This design comes from an exercise in tuning for small area, a short achievable clock period and few clock cycles on the open sky130 flow, not from production work. In this exercise RTL edits were held to simulation tests only and were not proved equivalent to the original. No activity file was given, so power comes from the tool's default toggle rates.

## day02_core
module day02_core #(
    parameter N_ADDR_BITS = 16
) (
    input  wire                 clk,
    input  wire                 rst,
    input  wire [7:0]           rom_data,
    input  wire                 rom_valid,
    output reg  [N_ADDR_BITS:0] rom_addr,
    output wire [63:0]          part1_result,
    output wire [63:0]          part2_result,
    output reg                  done
);
    reg rst_q;
    reg  [5:0]  rq;         
    reg         vq;         
    reg         hold;       
    reg  [5:0]  skid;
    reg         in_b;       
    reg         eot;        
    reg  [4:0]  dc;         
    reg  [35:0] pdig;       
    reg  [35:0] hist;       
    reg  [9:1]  dec;        
    reg  [9:1]  gt;         
    reg         qa;         
    reg         pm;         
    wire        is_dig = rq[4];
    wire [3:0]  dig    = rq[3:0];
    wire        more   = rq[5];    
    reg         qv;         
    reg  [4:0]  qd;
    reg  [35:0] qp;
    reg  [2:0]  qf;
    reg         qb;
    reg         qpair;      
    reg  [2:0]  qskip;
    reg         busy;
    reg  [4:0]  cd;         
    reg  [35:0] cp;         
    reg  [2:0]  cf;         
    reg         cb;         
    reg         cpair;      
    reg  [2:0]  cskip;      
    reg  [1:0]  t;          
    reg         ph;         
    reg  [3:0]  i;          
    reg  [3:0]  jr;         
    reg  [3:0]  pdq;        
    reg         kp1;        
    reg         kp21;       
    reg  [64:0] r;
    reg  [30:0] pb;         
    reg         bprev;      
    reg  [64:0] acc1;       
    reg  [64:0] accx;       
    assign part1_result = acc1[64:1];
    assign part2_result = accx[64:1];
    function [3:0] tlf;
        input [4:0] d;
        input [1:0] tt;
        begin
            if (tt == 2'd0)
                tlf = (d == 5'd4) ? 4'd2 : (d == 5'd6 || d == 5'd9) ? 4'd3 : (d == 5'd8) ? 4'd4 :
                      (d == 5'd10 || d == 5'd15) ? 4'd5 : (d == 5'd12) ? 4'd6 : (d == 5'd14) ? 4'd7 :
  ...
export LEC_CHECK = 0
export ABC_AREA = 1
export CAP_MARGIN = 20
export CORE_MARGIN = 2
export CORE_UTILIZATION = 40
export CTS_BUF_LIST = sky130_fd_sc_hd__clkbuf_16
export SLEW_MARGIN = 20
create_clock -name core_clock -period 60.0 [get_ports {clk}]
standard.sh (not shown) runs the stock make flow with config.mk's settings and CLKGATE_MAP_FILE= SYNTH_SCRIPT=/design/flow/synth_recipe.tcl, a recipe that flattens the netlist after the stock synthesis.
==> flow/flow/run.sh <==
#!/bin/bash
# The standard layout (standard.sh), with two changes:
#  - after the standard synthesis, OpenROAD's restructure re-maps the logic
#    between the registers for area (flow/restructure.tcl), with a copy of the
#    platform library that leaves out its don't-use cells (flow/filter_lib.py);
#  - buf_2 cells as the port buffers.
# Each tool's output goes to its own log in this folder.
set -eo pipefail
export BUFFER_PORTS_ARGS="-buffer_cell sky130_fd_sc_hd__buf_2"
bash standard.sh synth > standard_synth.log 2>&1
export RESULTS=$PWD/orfs/results/sky130hd/day02_core/base
export LIB=$FLOW_HOME/platforms/sky130hd/lib/sky130_fd_sc_hd__tt_025C_1v80.lib
export LIB_RS=$PWD/restructure_lib.lib
python3 flow/filter_lib.py "$LIB" "$LIB_RS" '*__lpflow_*' '*__probe*' '*__fill_*' \
    '*__dlygate*' '*__dlymetal*' '*__clkdly*' > filter_lib.log 2>&1
mkdir -p restructure_work
export WORK=$PWD/restructure_work
openroad -no_init -exit flow/restructure.tcl > restructure.log 2>&1
bash standard.sh > standard.log 2>&1
==> flow/flow/filter_lib.py <==
#!/usr/bin/env python3
# Writes a copy of a liberty file without the cells whose names match the given
# glob patterns (the platform's don't-use cells), for restructure/ABC.
import sys, fnmatch
src, dst, pats = sys.argv[1], sys.argv[2], sys.argv[3:]
text = open(src).read()
out = []
pos = 0
while True:
    i = text.find('cell (', pos)
    if i < 0:
        out.append(text[pos:])
        break
    # start of the line holding the cell group
    ls = text.rfind('\n', 0, i) + 1
    name = text[i + 6:text.find(')', i)].strip().strip('"')
    j = text.find('{', i)
    depth, k = 1, j + 1
    while depth:
        c = text[k]
        if c == '{':
            depth += 1
        elif c == '}':
            depth -= 1
        k += 1
    out.append(text[pos:ls])
    if not any(fnmatch.fnmatch(name, p) for p in pats):
        out.append(text[ls:k])
    pos = k
open(dst, 'w').write(''.join(out))
==> flow/flow/restructure.tcl <==
# Area recovery on the synthesized netlist: OpenROAD's restructure re-maps the
# combinational logic between registers with ABC (the registers are untouched).
# ABC maps to $::env(LIB_RS), the platform library less its don't-use cells.
set results $::env(RESULTS)
read_db $results/1_synth.odb
read_liberty $::env(LIB)
read_sdc $results/1_synth.sdc
report_design_area
restructure -liberty_file $::env(LIB_RS) -target area \
    -tielo_port sky130_fd_sc_hd__conb_1/LO -tiehi_port sky130_fd_sc_hd__conb_1/HI \
    -work_dir $::env(WORK)
report_design_area
write_db $results/1_synth.odb
Testbench counts at the start, summed over its fixed seeds: cycles 35,727.
Rerun with:
CORE_UTILIZATION = 65   (was 40)
CTS_BUF_LIST = not set   (was sky130_fd_sc_hd__clkbuf_16)
PLACE_DENSITY = 0.75   (was not set)
What happened: Power shrinks by 0.71%; count of clock-buffer cells in the layout climbs by 8; global-route usage came out higher by 15 points; via count goes up by 6.3%; sequential power is about the same; utilization rises by 27 points; worst setup slack is better by 23 ps; wire length decreases by 4.8%; clock skew went up by 8.8 ps; non-clock buffer count shrinks by 2; die area went down by 38%.

port drivers added, routing unchanged:
The results above use ideal ports. As a check the final layouts listed here were re-extracted and re-timed, cells and wires unchanged. Step 1, drivers: a clkbuf_16 drives clk and a buf_2 each remaining input, both assumed. Step 2, shift: input delay + t, output delay - t, t = (earliest + latest rising clock arrival at the registers) / 2. This alone moves slack from input paths to output paths. Slacks: ideal / step 1 / step 2; pairs: ideal / step 1.
run	t, ns	setup slack, ns	hold WS [ns]	worst setup path after step 2	pins driven straight from the clock port
the first run	0.714	46.643 / 46.578 / 47.138	0.363 / 0.363 / 0.363	input to register	1
the second run	0.691	46.665 / 46.600 / 47.062	0.367 / 0.367 / 0.367	input to register	1
After both steps setup and hold are still met in every run listed.
